Context: an optimization exercise on an open-source flow, tuned for small area and a short achievable clock period. The choices shown serve that exercise and are no tape-out recipe. Function was checked by simulation only, so behaviour that the tests miss may differ from the original. No activity file was given, so power comes from the tool's default toggle rates.

`design/flow/design.v`:
```
`timescale 1ns / 1ps
module alu_ctr(
    input[5:0]        alu_ctr,
    output reg        sub_ctr,
    output reg        sig_ctr,
    output reg [3:0]  op_ctr
    );
always @ (*) begin
    sub_ctr <= (~alu_ctr[3] & ~alu_ctr[2] & alu_ctr[1]) | alu_ctr[3] | alu_ctr[5];
    sig_ctr <= (alu_ctr[1] & ~alu_ctr[0]) |(~alu_ctr[3]&~alu_ctr[0]);
    op_ctr[0] <= (alu_ctr[2] & alu_ctr[1] & ~alu_ctr[0]) | (alu_ctr[2] & ~alu_ctr[1] & ~alu_ctr[0])
                |(~alu_ctr[2] & alu_ctr[1]);
    op_ctr[1] <= (alu_ctr[2] & alu_ctr[1] & alu_ctr[0]) | (~alu_ctr[3] & ~alu_ctr[2] & alu_ctr[1])
                |(alu_ctr[4] & alu_ctr[3] & ~alu_ctr[1]) | (alu_ctr[4] & alu_ctr[3] & alu_ctr[1]);
    op_ctr[2] <= alu_ctr[4];
    op_ctr[3] <= alu_ctr[5];
end
endmodule
`timescale 1ns / 1ps
module alu(
    input [31:0]         regA_i,
    input [31:0]         regB_i,
    input                sub_ctr_i,
    input                sig_ctr_i,
    input [3:0]          op_ctr_i,
    output   zf, 
    output   sf, 
    output   cf,  
    output   of, 
    output reg           cout,
    output reg [31:0]    result_o
    );
reg [31:0] result;
reg [31:0] regB_ii;
always @ (*) begin
    if (sub_ctr_i) begin    
        regB_ii = ~regB_i;
    end       
    else begin
        regB_ii = regB_i;
    end
    {cout, result} = regA_i + regB_ii + sub_ctr_i;
    result_o = result;
    case(op_ctr_i)
        4'b0000: begin
            result_o = result;
        end
        4'b0011: begin
            if (sig_ctr_i) begin     
                result_o = {31'b0, (of ^ sf)};     
            end
            else begin
                if(regA_i < regB_i)
                    result_o = 32'b1;
                else
                    result_o = 32'b0;
            end
        end
        4'b1100: begin
              result_o = {31'b0, ~(of ^ sf)};     
        end
        4'b1110: begin
            if(regA_i >=  regB_i)
                result_o = 32'b1;
            else
                result_o = 32'b0;
        end  
        4'b0001: begin       
            result_o = regA_i | regB_i;
        end
        4'b0101: begin       
            result_o = regA_i & regB_i;
        end
        4'b0100: begin       
            result_o = (~regA_i & regB_i)|(regA_i & ~regB_i);
        end
        4'b0010: begin       
            result_o = regB_i;
        end
        4'b0110: begin       
            result_o = regA_i << regB_i[4:0];
        end
        4'b0111: begin       
            result_o = regA_i >> regB_i[4:0];
        end
        4'b1000: begin       
            result_o = ({32{regA_i[31]}}<<(6'd32-{1'b0,regB_i[4:0]}))|regA_i>>regB_i[4:0];
        end
    endcase
end
assign zf = (result == 32'b0 ? 1'b1 : 1'b0); 
assign sf = result[31];   
assign cf = (sub_ctr_i ? ~cout : cout);  
assign of = ((regA_i[31] == regB_ii[31]) && (regA_i[31] != result[31]) ? 1'b1 : 1'b0 ); 
endmodule
`timescale 1ns / 1ps
module alu_top(
    input[31:0] regA_i,
    input[31:0] regB_i,
    input[5:0]  alu_ctr,
    output[31:0]    res_o,
    output          zero
    );
    wire        sub_ctr;
    wire        sig_ctr;
    wire [3:0]  op_ctr;
    wire   zf; 
    wire   sf; 
    wire   cf;  
    wire   of; 
    wire    cout;
    alu_ctr alu_ctr0(
        .alu_ctr(alu_ctr), 
        .sub_ctr(sub_ctr), 
        .sig_ctr(sig_ctr), 
        .op_ctr(op_ctr)
        );
    alu alu0(
        .regA_i(regA_i), 
        .regB_i(regB_i), 
        .sub_ctr_i(sub_ctr), 
        .sig_ctr_i(sig_ctr), 
        .op_ctr_i(op_ctr), 
        .zf(zf), 
        .sf(sf), 
        .cf(cf), 
        .of(of), 
        .cout(cout), 
        .result_o(res_o)
        );
    assign zero = zf;   
endmodule
`timescale 1ns / 1ps
module id(
    input             rst_n,
    input [31:0]      inst_i,
    output reg [4:0]  reg1_addr_o,
    output reg [4:0]  reg2_addr_o,
    output reg [4:0]  wd_o,
    output reg [1:0]  branch_o,        
    output reg  jump_o,          
    output reg [2:0] memto_reg_o,    
    output reg  reg_wr_o,        
    output reg  mem_wr_o,        
    output reg  alu_asrc_o,      
    output reg muxpc_busa_o,    
    output reg [1:0]  alu_bsrc_o,    
    output reg [2:0]  ext_op_o,      
    output reg [5:0]  alu_ctr_o,      
    output reg [1:0]  mux_store_o   
    );
    wire [6:0] op  = inst_i[6:0];            
    wire [2:0] f3 = inst_i[14:12];          
    wire [6:0] f7 = inst_i[31:25];
    always @ (*) begin
        if(~rst_n) begin    
            wd_o <= 0;
            reg1_addr_o <= 0;
            reg2_addr_o <= 0;
        end
        else begin      
            wd_o <= inst_i[11:7];                     
            reg1_addr_o <= inst_i[19:15];              
            reg2_addr_o <= inst_i[24:20];              
        end
            branch_o[1]<=(op[6]& op[5] & ~op[4] & ~op[3] & ~op[2] & op[1] & op[0] & f3[2])
                          | (op[6] & op[5] & ~op[4] & ~op[3] & ~op[2] & op[1] & op[0] & f3[0]);
            branch_o[0]<=(op[6] & op[5] & ~op[4] & ~op[3] & ~op[2] & op[1] & op[0] & f3[2])
                          | (op[6] & op[5] & ~op[4] & ~op[3] & ~op[2] & op[1] & op[0] & ~f3[0]);     
            jump_o<=(op[6] & op[5] & ~op[4] & op[3] & op[2] & op[1] & op[0])
                     | (op[6] & op[5] & ~op[4] & ~op[3] & op[2] & op[1] & op[0]);             
            memto_reg_o[2]<= ~op[6] & ~op[5] & ~op[4] & ~op[3] & ~op[2] & op[1] & op[0] & f3[2];
            memto_reg_o[1]<= ~op[6] & ~op[5] & ~op[4] & ~op[3] & ~op[2] & op[1] & op[0] & ~f3[2] & ~f3[1];
            memto_reg_o[0]<= (~op[6] & ~op[5] & ~op[4] & ~op[3] & ~op[2] & op[1] & op[0] & f3[1])
                              | (~op[6] & ~op[5] & ~op[4] & ~op[3] & ~op[2] & op[1] & op[0] & f3[0]);     
            reg_wr_o<= (~op[6] & op[5] & op[4] & ~op[3] & ~op[2] & op[1] & op[0])            
                         | (~op[6] & ~op[5] & op[4] & ~op[3] & ~op[2] & op[1] & op[0])       
                         | (~op[6] & op[5] & op[4] & ~op[3] & op[2] & op[1] & op[0])         
                         | (~op[6] & ~op[5] & op[4] & ~op[3] & op[2] & op[1] & op[0])
                         | (~op[6] & ~op[5] & ~op[4] & ~op[3] & ~op[2] & op[1] & op[0])      
                         | (op[6] & op[5] & ~op[4] & op[3] & op[2] & op[1] & op[0]);         
            mem_wr_o<= ~op[6] & op[5] & ~op[4] & ~op[3] & ~op[2] & op[1] & op[0];   
            alu_asrc_o<= (op[6] & op[5] & ~op[4] & op[3] & op[2] & op[1] & op[0])
                          | (~op[6] & ~op[5] & op[4] & ~op[3] & op[2] & op[1] & op[0])
                          | (op[6] & op[5] & ~op[4] & ~op[3] & op[2] & op[1] & op[0]);   
            muxpc_busa_o<= op[6] & op[5] & ~op[4] & ~op[3] & op[2] & op[1] & op[0];
            mux_store_o[1] = ~op[6]&op[5]&~op[4]&~op[3]&~op[2]&op[1]&op[0] & f3[0];
            mux_store_o[0] = ~op[6]&op[5]&~op[4]&~op[3]&~op[2]&op[1]&op[0] & ~f3[1];
            alu_bsrc_o[1]<= (~op[6] & ~op[5] & op[4]&~op[3] & ~op[2] & op[1] & op[0])    
                           | (~op[6]&op[5]&op[4]&~op[3]&op[2]&op[1]&op[0])               
                           | (~op[6]&~op[5]&op[4]&~op[3]&op[2]&op[1]&op[0])              
                           | (~op[6]&~op[5]&~op[4]&~op[3]&~op[2]&op[1]&op[0])            
                           | (~op[6]&op[5]&~op[4]&~op[3]&~op[2]&op[1]&op[0]);            
            alu_bsrc_o[0]<= (op[6] & op[5] & ~op[4] & op[3] & op[2] & op[1] & op[0])    
                           | (op[6] & op[5] & ~op[4] & ~op[3] & op[2] & op[1] & op[0]);  
            ext_op_o[2]<= op[6] & op[5] & ~op[4] & op[3] & op[2] & op[1] & op[0];    
            ext_op_o[1]<= (op[6] & op[5] & ~op[4] & ~op[3] & ~op[2] & op[1] & op[0])         
                           | (~op[6] & op[5] & ~op[4] & ~op[3] & ~op[2] & op[1] & op[0]);    
            ext_op_o[0]<= (~op[6] & op[5] & op[4] & ~op[3] & op[2] & op[1] & op[0])          
                           | (op[6] & op[5] & ~op[4] & ~op[3] & ~op[2] & op[1] & op[0])      
                           | (~op[6] & ~op[5] & op[4] & ~op[3] & op[2] & op[1] & op[0]);
           alu_ctr_o[5]<= (~op[6] & ~op[5] & op[4] & ~op[3] & ~op[2] & op[1] & op[0] & f3[2] & ~f3[1] & f3[0] & f7[5])
                       | (~op[6] & op[5] & op[4] & ~op[3] & ~op[2] & op[1] & op[0] & f3[2] & ~f3[1] & f3[0] & f7[5])
                       | (op[6] & op[5] & ~op[4] & ~op[3] & ~op[2] & op[1] & op[0] & f3[2] & f3[0]);
           alu_ctr_o[4]<= (~op[6] & ~op[5] & op[4] & ~op[3] & ~op[2] & op[1] & op[0] & f3[2] & ~f3[1] & f3[0] & ~f7[5])
                       | (~op[6] & ~op[5] & op[4] & ~op[3] & ~op[2] & op[1] & op[0] & f3[2] & f3[1] & f3[0])
                       | (~op[6] & ~op[5] & op[4] & ~op[3] & ~op[2] & op[1] & op[0] & ~f3[2] & ~f3[1] & f3[0])
                       | (~op[6] & ~op[5] & op[4] & ~op[3] & ~op[2] & op[1] & op[0] & f3[2] & ~f3[1] & ~f3[0])
                       | (op[6] & op[5] & ~op[4] & ~op[3] & ~op[2] & op[1] & op[0] & f3[2] & f3[0])
                       | (~op[6] & op[5] & op[4] & ~op[3] & ~op[2] & op[1] & op[0] & f3[2] & ~f3[1] & f3[0] & ~f7[5])
                       | (~op[6] & op[5] & op[4] & ~op[3] & ~op[2] & op[1] & op[0] & f3[2] & f3[1] & f3[0])
                       | (~op[6] & op[5] & op[4] & ~op[3] & ~op[2] & op[1] & op[0] & ~f3[2] & ~f3[1] & f3[0])
                       | (~op[6] & op[5] & op[4] & ~op[3] & ~op[2] & op[1] & op[0] & f3[2] & ~f3[1] & ~f3[0]);
           alu_ctr_o[3]<= (~op[6] & ~op[5] & op[4] & ~op[3] & ~op[2] & op[1] & op[0] & f3[2] & ~f3[1] & f3[0] & ~f7[5])
                       | (~op[6] & ~op[5] & op[4] & ~op[3] & ~op[2] & op[1] & op[0] & ~f3[2] & ~f3[1] & f3[0])
                       | (~op[6] & op[5] & op[4] & ~op[3] & ~op[2] & op[1] & op[0] & ~f3[2] & ~f3[1] & ~f3[0] & f7[5])
                       | (~op[6] & op[5] & op[4] & ~op[3] & ~op[2] & op[1] & op[0] & f3[2] & ~f3[1] & f3[0] & ~f7[5])
                       | (~op[6] & op[5] & op[4] & ~op[3] & ~op[2] & op[1] & op[0] & ~f3[2] & ~f3[1] & f3[0])
                       | (~op[6] & op[5] & op[4] & ~op[3] & op[2] & op[1] & op[0])
                       | (op[6] & op[5] & ~op[4] & ~op[3] & ~op[2] & op[1] & op[0] & ~f3[2])
                       | (op[6] & op[5] & ~op[4] & ~op[3] & ~op[2] & op[1] & op[0] & f3[1] & f3[0]);
           alu_ctr_o[2]<= (~op[6] & ~op[5] & op[4] & ~op[3] & ~op[2] & op[1] & op[0] & f3[2] & ~f3[1] & f3[0] & ~f7[5])
                       | (~op[6] & ~op[5] & op[4] & ~op[3] & ~op[2] & op[1] & op[0] & f3[2] & f3[1])
                       | (~op[6] & op[5] & op[4] & ~op[3] & ~op[2] & op[1] & op[0] & f3[2] & ~f3[1] & f3[0] & ~f7[5])
                       | (~op[6] & op[5] & op[4] & ~op[3] & ~op[2] & op[1] & op[0] & f3[2] & f3[1])
                       | (~op[6] & op[5] & op[4] & ~op[3] & op[2] & op[1] & op[0]);
           alu_ctr_o[1]<= (~op[6] & ~op[5] & op[4] & ~op[3] & ~op[2] & op[1] & op[0] & ~f3[2] & f3[1])
                       | (~op[6] & ~op[5] & op[4] & ~op[3] & ~op[2] & op[1] & op[0] & f3[2] & f3[1] & ~f3[0])
                       | (~op[6] & op[5] & op[4] & ~op[3] & ~op[2] & op[1] & op[0] & f3[2] & f3[1] & ~f3[0])
                       | (~op[6] & op[5] & op[4] & ~op[3] & ~op[2] & op[1] & op[0] & ~f3[2] & f3[1])
                       | (op[6] & op[5] & ~op[4] & ~op[3] & ~op[2] & op[1] & op[0] & f3[2] & ~f3[0])
                       | (~op[6] & op[5] & op[4] & ~op[3] & op[2] & op[1] & op[0]);
           alu_ctr_o[0]<= (~op[6] & ~op[5] & op[4] & ~op[3] & ~op[2] & op[1] & op[0] & ~f3[2] & f3[1] & f3[0])
                       | (~op[6] & op[5] & op[4] & ~op[3] & ~op[2] & op[1] & op[0] & ~f3[2] & f3[1] & f3[0])
                       | (op[6] & op[5] & ~op[4] & ~op[3] & ~op[2] & op[1] & op[0] & f3[2] & f3[1] & ~f3[0])
                       | (~op[6] & op[5] & op[4] & ~op[3] & op[2] & op[1] & op[0]);
    end
endmodule
`timescale 1ns / 1ps
module ie(
    input [31:0]             instr,
    input [2:0]              ext_op,
    output reg [31:0]        imm
    ); 
always @ (*) begin
    case(ext_op)
        3'b000: begin  
            imm <= {{20{instr[31]}} , instr[31:20]};
        end
        3'b001: begin  
            imm <= {instr[31:12], 12'b0};
        end
        3'b010: begin  
            imm <= {{20{instr[31]}}, instr[31:25], instr[11:7]};
        end
        3'b011: begin  
            imm <= {{20{instr[31]}}, instr[7], instr[30:25], instr[11:8], 1'b0};
        end
        3'b100: begin  
            imm <= {{12{instr[31]}}, instr[19:12], instr[20], instr[30:21], 1'b0};
        end
        default: begin
            imm <= 32'b0;
        end
    endcase
end
endmodule
`timescale 1ns / 1ps
module mux_PcOrBusA(
	input [31:0]	bus_a,
	input [31:0]    pc,
	input			mux_pcBusa,
	output reg[31:0]bus_a_o
    );
	always @ (*) begin
	    if(mux_pcBusa)begin        
            bus_a_o <= bus_a;
	    end
        else begin                   
            bus_a_o <= pc;
        end
	end
endmodule
`timescale 1ns / 1ps
module mux_alu_asrc(
    input           alu_asrc,
    input [31:0]    bus_a,
    input [31:0]    pc,
    output reg[31:0]    bus_ao
    );
    always @ (*) begin
        case(alu_asrc)
            1'b0 : begin    
                bus_ao <= bus_a;
            end
            1'b1 : begin    
                bus_ao <= pc;
            end
        endcase
    end
endmodule
`timescale 1ns / 1ps
module mux_alu_bsrc(
    input [1:0]     alu_bsrc,
    input [31:0]    bus_b,
    input [31:0]    imm,
    output reg[31:0]    bus_bo
    );
    always @ (*) begin
        case(alu_bsrc)
            2'b00 : begin    
                bus_bo <= bus_b;
            end
            2'b01 : begin    
                bus_bo <= 4'h4;
            end
            2'b10 : begin    
                bus_bo <= imm;
            end
            default : begin
                bus_bo <= bus_b;
            end
        endcase
    end
endmodule
`timescale 1ns / 1ps
module mux_memto_reg(
    input [31:0]	result,
	input [31:0]	mem_data,
	input [2:0]		memto_reg,
	input [31:0]       addr,      
	output reg[31:0]	bus_w_o
    );
	always @ (*) begin
		case(memto_reg)
			3'b000: begin   
				bus_w_o <= result;
			end
			3'b001: begin   
				bus_w_o <= mem_data;
			end
			3'b010: begin   
				if(addr[1:0] == 0)
					bus_w_o <= {{24{mem_data[7]}}, mem_data[7:0]};
				else if(addr[1:0] == 1)
					bus_w_o <= {{24{mem_data[15]}}, mem_data[15:8]};
				else  if(addr[1:0] == 2)
					bus_w_o <= {{24{mem_data[23]}}, mem_data[23:16]};
				else
					bus_w_o <= {{24{mem_data[31]}}, mem_data[31:24]};
			end
			3'b011: begin   
					if(addr[1:0] == 2'b10)
						bus_w_o <= {{16{mem_data[31]}}, mem_data[31:16]};
					else
						bus_w_o <= {{16{mem_data[15]}}, mem_data[15:0]};
			end
			3'b100: begin   
				begin
				if(addr[1:0] == 0)
					bus_w_o <= {24'b0, mem_data[7:0]};
				else if(addr[1:0] == 1)
					bus_w_o <= {24'b0, mem_data[15:8]};
				else  if(addr[1:0] == 2)
					bus_w_o <= {24'b0, mem_data[23:16]};
				else
					bus_w_o <= {24'b0, mem_data[31:24]};
				end
			end
			3'b101: begin   
				if(addr[1:0] == 2'b10)
					bus_w_o <= {16'b0, mem_data[31:16]};
				else
					bus_w_o <= {16'b0, mem_data[15:0]};
			end
			default: begin
				bus_w_o <= result;
			end
		endcase
	end
endmodule
`timescale 1ns / 1ps
module mux_store(
    input [31:0]	bus_b,
	input [1:0]		mux_store,
	output reg[31:0]	bus_b_o
    );
	always @ (*) begin
		case(mux_store)
			2'b00: begin  
				bus_b_o <= bus_b;
			end
			2'b01: begin   
				bus_b_o <= {{24{bus_b[7]}}, bus_b[7:0]};
			end
			2'b11: begin   
				bus_b_o <= {{16{bus_b[15]}}, bus_b[15:0]};
			end
			default: begin
				bus_b_o <= bus_b;
			end
		endcase
	end
endmodule
`timescale 1ns / 1ps
module next_pc(
    input           ce,
    input [31:0]    pcOrbusa,
    input [31:0]    imm,
    input [1:0]     branch,
    input           result_o,  
    input           zero,
    input           jump,
    output reg[31:0]    next_pc
    );
always @ (*) begin
    if(~ce)
        next_pc <= 0;
    else begin
        if(branch == 2'b01)  
            if(zero || jump)
                next_pc <= pcOrbusa + imm;
            else
                next_pc <= pcOrbusa + 4'h4;
        else if(branch == 2'b10)  
            if(~zero || jump)
                next_pc <= pcOrbusa + imm;
            else
                next_pc <= pcOrbusa + 4'h4;
        else if(branch == 2'b11)
            if(result_o == 1)
                next_pc <= pcOrbusa + imm;
            else
                next_pc <= pcOrbusa + 4'h4;
        else                        
            if(jump)
                next_pc <= pcOrbusa + imm;
            else
                next_pc <= pcOrbusa + 4'h4;
    end 
end
endmodule
`timescale 1ns / 1ps
module pc_reg(
    input              clk,
    input              rst_n,
    input [31:0]       next_pc,
    output reg [31:0]  cur_pc,
    output reg         ce
    );
    always @ (posedge clk or negedge rst_n) begin
        if(~rst_n)
            ce <= 1'b0;
        else
            ce <= 1'b1;      
    end
    always @ (posedge clk) begin
        if(~ce)
            cur_pc <= 32'b0;
        else
            cur_pc <= next_pc;
    end    
endmodule
`timescale 1ns / 1ps
module reg_file(
    input              rst_n,
    input              clk,
    input [4:0]        rw,      
    input [31:0]       bus_w,   
    input              reg_wr,  
    input [4:0]        ra,      
    output reg [31:0] bus_a,   
    input [4:0]        rb,      
    output reg [31:0] bus_b    
);
    reg [31:0] mem_r [0:31];
always @ (posedge clk) begin      
    if(rst_n) begin
        if((rw != 5'b0) && (reg_wr))
            mem_r[rw] <= bus_w;
    end
end
always @ (*) begin                                  
    if(~rst_n)
        bus_a <= 32'b0;
    else if(ra == 5'b0)
        bus_a <= 32'b0;
    else
        bus_a <= mem_r[ra];
    end
always @ (*) begin                                  
    if(~rst_n)
        bus_b <= 32'b0;
    else if(rb == 5'b0)
        bus_b <= 32'b0;
    else
        bus_b <= mem_r[rb];
    end
endmodule
module sc_cpu(
    input             clk,
    input             rst_n,
    output [31:0]     imem_addr,
    input  [31:0]     imem_rdata,
    output [31:0]     dmem_addr,
    output            dmem_re,
    output [3:0]      dmem_wstrb,
    output [31:0]     dmem_wdata,
    input  [31:0]     dmem_rdata
);
    wire [31:0]    inst;
    wire [31:0]    cur_pc;
    wire [31:0]    next_pc;
    wire [4:0]  rw_addr;
    wire [4:0]  ra_addr;
    wire [4:0]  rb_addr;
    wire [31:0]      imm;
    wire             zero;
    wire             ce;
    wire [31:0]      bus_w;
    wire [31:0]      bus_a;
    wire [31:0]      bus_b;
    wire [31:0]      bus_b_o;
    wire [31:0]      bus_a_o;
    wire [31:0]      bus_bi;
    wire [31:0]      bus_ai;
    wire [31:0]      bus_wo;
    wire  jump;
    wire  reg_wr;
    wire  mem_wr;
    wire  alu_asrc;
    wire  muxpc_busa;
    wire [1:0] alu_bsrc;
    wire [2:0] ext_op;
    wire [5:0] alu_ctr;
    wire [1:0] mux_store_o;
    wire [1:0] branch;
    wire [2:0] mem_to_reg;
    assign imem_addr = cur_pc;
    assign inst      = ce ? imem_rdata : 32'b0;
    reg_file reg_file0(
        .rst_n(rst_n),
        .clk(clk),
        .rw(rw_addr),
        .bus_w(bus_wo),
        .reg_wr(reg_wr),
        .ra(ra_addr),
        .bus_a(bus_a),
        .rb(rb_addr),
        .bus_b(bus_b)
        );
    alu_top alu_top0(
        .regA_i(bus_ai),
        .regB_i(bus_bi),
        .alu_ctr(alu_ctr),
        .res_o(bus_w),
        .zero(zero)
        );
    ie ie0(
        .instr(inst),
        .ext_op(ext_op),
        .imm(imm)
        );
    next_pc next_pc0(
        .ce(ce),
        .pcOrbusa(bus_a_o),
        .imm(imm),
        .branch(branch),
        .result_o(bus_w[0]),
        .zero(zero),
        .jump(jump),
        .next_pc(next_pc)
        );
    pc_reg pc_reg0(
        .clk(clk),
        .rst_n(rst_n),
        .next_pc(next_pc),
        .cur_pc(cur_pc),
        .ce(ce)
        );
    mux_alu_bsrc mux_alu_bsrc0(
        .alu_bsrc(alu_bsrc),
        .bus_b(bus_b),
        .imm(imm),
        .bus_bo(bus_bi)
        );
    mux_alu_asrc mux_alu_asrc0(
        .alu_asrc(alu_asrc),
        .bus_a(bus_a),
        .pc(cur_pc),
        .bus_ao(bus_ai)
        );
    id id0(
        .rst_n(rst_n),
        .inst_i(inst),
        .reg1_addr_o(ra_addr),
        .reg2_addr_o(rb_addr),
        .wd_o(rw_addr),
        .branch_o(branch),
        .jump_o(jump),
        .memto_reg_o(mem_to_reg),
        .reg_wr_o(reg_wr),
        .mem_wr_o(mem_wr),
        .alu_asrc_o(alu_asrc),
        .muxpc_busa_o(muxpc_busa),
        .alu_bsrc_o(alu_bsrc),
        .ext_op_o(ext_op),
        .alu_ctr_o(alu_ctr),
        .mux_store_o(mux_store_o)
        );
    mux_store mux_store0(
        .bus_b(bus_b),
        .mux_store(mux_store_o),
        .bus_b_o(bus_b_o)
        );
    mux_memto_reg mux_memto_reg0(
        .result(bus_w),
        .mem_data(dmem_rdata),
        .memto_reg(mem_to_reg),
        .addr(bus_w),
        .bus_w_o(bus_wo)
        );
    mux_PcOrBusA mux_PcOrBusA0(
        .bus_a(bus_a),
        .pc(cur_pc),
        .mux_pcBusa(muxpc_busa),
        .bus_a_o(bus_a_o)
        );
    reg [3:0]  wstrb;
    reg [31:0] wdata;
    always @ (*) begin
        if (mux_store_o == 2'b11) begin
            wdata = {bus_b_o[15:0], bus_b_o[15:0]};
            wstrb = (bus_w[1:0] == 2'b10) ? 4'b1100 : 4'b0011;
        end
        else if (mux_store_o == 2'b01) begin
            wdata = {4{bus_b_o[7:0]}};
            wstrb = 4'b0001 << bus_w[1:0];
        end
        else begin
            wdata = bus_b_o;
            wstrb = 4'b1111;
        end
    end
    assign dmem_addr  = bus_w;
    assign dmem_re    = |mem_to_reg;
    assign dmem_wstrb = (mem_wr && rst_n) ? wstrb : 4'b0000;
    assign dmem_wdata = wdata;
endmodule
```
`design/flow/run.sh`:
```
#!/bin/bash
# synth_recipe.tcl (not shown) runs the flow's synth.tcl, then flattens the netlist and writes it again
# the make line also repeats each setting of config.mk as NAME=value (left out here)
make -C /OpenROAD-flow-scripts/flow DESIGN_CONFIG=/design/flow/config.mk WORK_HOME=/design/flow/orfs CLKGATE_MAP_FILE= SYNTH_SCRIPT=/design/flow/synth_recipe.tcl finish
```
`design/flow/config.mk`:
```
export PLATFORM = sky130hd
export DESIGN_NAME = sc_cpu
export DESIGN_NICKNAME = sc_cpu
export VERILOG_FILES = /design/flow/design.v
export SDC_FILE = /design/flow/constraint.sdc
export NUM_CORES = 4
export LEC_CHECK = 0
export CAP_MARGIN = 40
export CORE_MARGIN = 2
export CORE_UTILIZATION = 40
export SLEW_MARGIN = 20
```
`design/flow/constraint.sdc`:
```
create_clock -name core_clock -period 18.0 [get_ports {clk}]
set_input_delay 3.6000 -clock core_clock [delete_from_list [all_inputs] [get_ports {clk}]]
set_output_delay 3.6000 -clock core_clock [all_outputs]
set_load 0.01 [all_outputs]
```
==> out/qor.csv <==
stage;metric;value;unit
global_routing;overflow;0;
timing;max_freq;63.3;MHz
global_routing;antenna_found_initial;17;
place;dp_hpwl;241;mm
cells_and_area;area_growth;14.2;%
global_routing;grt_usage;0.390;
hold_path;hold-path-endpoint;pc_reg0.cur_pc[18]$_SDFF_PN0_;
power_and_ir_drop;finalPower;6.44;mW
timing;post-route-period-util;0.878;
power_and_ir_drop;p_leak;27.1;nW
logic_synthesis;synth_edf_count;1024;
clock_network;clkSlewWorstSetupHoldPaths;0.06;ns
floorplanning;die_x;414;microns
clock_network;cts_buffers;116;
logic_synthesis;syn_area;0.0674;sq mm
routing;routed_wirelength;349;mm
logic_synthesis;netlist.area_leader.share;0.456;
timing;hold_viol_final;0;
outcome;status;complete, no violations;
timing;clock_skew;0.0963;ns
timing;drv_slew;0;
cells_and_area;mostFrequentLayoutCell;edfxtp_1;
timing;worst_pin_slew;1.08;ns
global_routing;grt_pass1_vias;59017;
cells_and_area;drive_gt1_frac;0.145;
routing;viasPerCell;7.04;
timing;setup_tns;0;ns
floorplanning;io_pins;167;
hold_path;hp-start;pc_reg0.cur_pc[18]$_SDFF_PN0_;
worst_setup_path;r2r_slack;7.51;ns
timing;post-route-min-period;15.81;ns
place;placed_area;0.0730;sq mm
floorplanning;row_count;150;
timing;setup_viol;0;
routing;drc_errors;0;
timing;slew_headroom;0.277;
global_routing;grt_max_degree;146;
floorplanning;die_h;414;microns
routing;wl_per_cell;38.5;microns
place;place_congestion;1.06;
logic_synthesis;seq_area_frac_synth;0.466;
hold_path;hold_path_class;reg2reg;
power_and_ir_drop;ir_drop;0.101;mV
cells_and_area;layout.nets;6966;
routing;vias;63768;
clock_network;cts_root_buf;clkbuf_16;
worst_setup_path;start_kind;input pin;
clock_network;cts_resized;0;
clock_network;clock_latency;0.81;ns
floorplanning;core-area;0.167;sq mm
logic_synthesis;synthCells;6604;
worst_setup_path;cp-end-kind;output port;
routing;drt_iter0_markers;10449;
hold_path;hold_depth;3;
worst_setup_path;r2r_start;pc_reg0.ce$_DFF_PN0_;
worst_setup_path;r2r-end;pc_reg0.cur_pc[22]$_SDFF_PN0_;
logic_synthesis;synth_warnings;13;
logic_synthesis;synthFlopType;edfxtp_1;
logic_synthesis;synth-seq-cells;1057;
worst_setup_path;slowest_stage;a22oi_1;
worst_setup_path;worst_ep_arrival_time;12.21;ns
worst_setup_path;worstRegToRegCells;30;
place;io_buffers;166;
worst_setup_path;critical_path_class;in2out;
worst_setup_path;crit_top_cell;nand3_1;
logic_synthesis;synthArstFlopShare;0.000946;
flow_run;max-cap-violations;0;
logic_synthesis;synth_top_cell_by_area;edfxtp_1;
worst_setup_path;cpPeakStageDelay;0.66;ns
worst_setup_path;critPathMaxFanout;61;
clock_network;ctsHoldBuffers;0;
cells_and_area;fillers;15500;
cells_and_area;final_area;0.0770;sq mm
clock_network;clockBufferDepth;3;
cells_and_area;mostFrequentLayoutCells;edfxtp_1, nand2_1, nor2_1;
logic_synthesis;ys_types;125;
clock_network;post_cts_buffers;0;
clock_network;cts_tree;built;
timing;rsz0062_at_grt;false;
routing;drt_pass1_iterations;7;
floorplanning;initial_utilization;0.403;
global_routing;grt_pass1_wl;475;mm
routing;final_antenna_net_count;0;
power_and_ir_drop;powerDensity;83.7;mW/mm^2
logic_synthesis;avgSynthCellArea;10.2;sq um
worst_setup_path;required;14.40;ns
clock_network;cts_sinks;1057;
floorplanning;die_area;0.172;sq mm
clock_network;htreeDepth;3;
logic_synthesis;synth_area_leaders;edfxtp_1, mux2i_1, a21oi_1;
[worst max-delay path, delay by kind of cell]
family / cells / cell delay [ns]
AO/OA/AOI/OAI: 12 / 3.50
adder cells (fa/ha/maj): 1 / 0.38
buffers and inverters: 8 / 2.82
AND/OR/NAND/NOR: 8 / 1.65
[power by group]
| group | internal, mW | total (mW) | switching, mW |
|---|---|---|---|
| clock | 1.29 | 2.37 | 1.07 |
| combinational | 0.365 | 1.28 | 0.911 |
| sequential | 2.79 | 2.80 | 0.00965 |
[synth_stat cells (89+ instances only)]
cell type / instances
mux2i_1: 369
a221oi_1: 139
buf_2: 136
ha_1: 162
mux2_2: 171
a211oi_1: 122
edfxtp_1: 1024
o22ai_1: 191
inv_1: 139
nand2_1: 553
and3_1: 110
nand3_1: 234
o21ai_0: 432
or2_2: 90
xnor2_1: 89
clkbuf_1: 254
a21oi_1: 453
nor2_1: 512
[layout make-up]
| cell class | instances | area, sq um | share of cell area |
|---|---|---|---|
| multi-input cells | 4886 | 33500 | 0.436 |
| flip-flops and latches | 1057 | 31400 | 0.408 |
| repair buffers | 526 | 4930 | 0.0640 |
| clock buffers | 147 | 3020 | 0.0392 |
| well taps | 2204 | 2760 | 0.0358 |
| clock inverters | 75 | 682 | 0.00886 |
| inverters | 149 | 559 | 0.00727 |
| diodes | 16 | 40.0 | 0.000520 |
[sequential cells by signal, indices dropped and copies added, names as in the netlist]
name and flops:
pc_reg0.ce 1, pc_reg0.cur_pc 32, reg_file0.mem_r 1024
[metrics by stage]
step | instances | util | hold slack, ns | worst slack [ns]
after floorplan | 6635 | - | 0.665 | 4.18
after global placement | 8731 | 0.431 | 0.686 | 2.40
after detailed placement | 8805 | 0.437 | 0.674 | 2.64
after CTS | 9027 | 0.459 | 0.685 | 2.62
after global routing | 9046 | 0.460 | 0.715 | 2.04
final | 9060 | 0.460 | 0.700 | 2.19
[layer usage]
| layer | part of all wire | track usage | vias up | wire [microns] |
|---|---|---|---|---|
| li1 | - | - | 25820 | - |
| met1 | 0.36 | 0.480 | 31520 | 126000 |
| met2 | 0.43 | 0.582 | 5200 | 150000 |
| met3 | 0.13 | 0.120 | 1218 | 44900 |
| met4 | 0.082 | 0.269 | 10 | 28600 |
| met5 | 0.00021 | 0 | - | 75 |
[kinds of logic after synthesis]
group	Yosys count	synth area share
DFF	1057	0.466
xor gates and xnor gates	112	0.0147
other	2	0.000111
buffers and inverters	692	0.0476
AOI/OAI and AO/OA	2089	0.209
adders and majority gates	164	0.0307
muxes	572	0.0934
and+or+nand+nor	1916	0.139
[worst max path at each step]
| stage | from | to | slack, ns | depth (start not counted) |
|---|---|---|---|---|
| after floorplan | imem_rdata[3] | dmem_addr[30] | 4.18 | 28 |
| after global placement | rst_n | dmem_addr[30] | 2.40 | 26 |
| after detailed placement | rst_n | dmem_addr[30] | 2.64 | 27 |
| after CTS | rst_n | dmem_addr[30] | 2.62 | 27 |
| after global routing | imem_rdata[5] | dmem_addr[30] | 2.04 | 29 |
| final | rst_n | dmem_wstrb[3] | 2.19 | 29 |

re-timing with driven ports:
The results above use ideal ports. As a check the final layout listed here was re-extracted and re-timed, cells and wires unchanged. Step 1 assumes that a clkbuf_16 drives the clock port and a buf_2 every other input. Step 2 adds t to the input delays and takes it off the output delays; t is the mean of the earliest and latest rising clock arrival at the registers after step 1. Input paths then give back, and output paths get back, about the clock's delay inside the block. Three values: ideal ports, drivers, drivers and shift; two values: the first two.
shift t [ns]: 0.849
setup WS [ns]: 2.192 / 2.145 / 2.145
worst data-port slew with drivers (ns): 0.26
After both steps this run still meets setup and hold. The setup slack of this run moves by -0.047 ns with the drivers and by -0.047 ns with both steps.
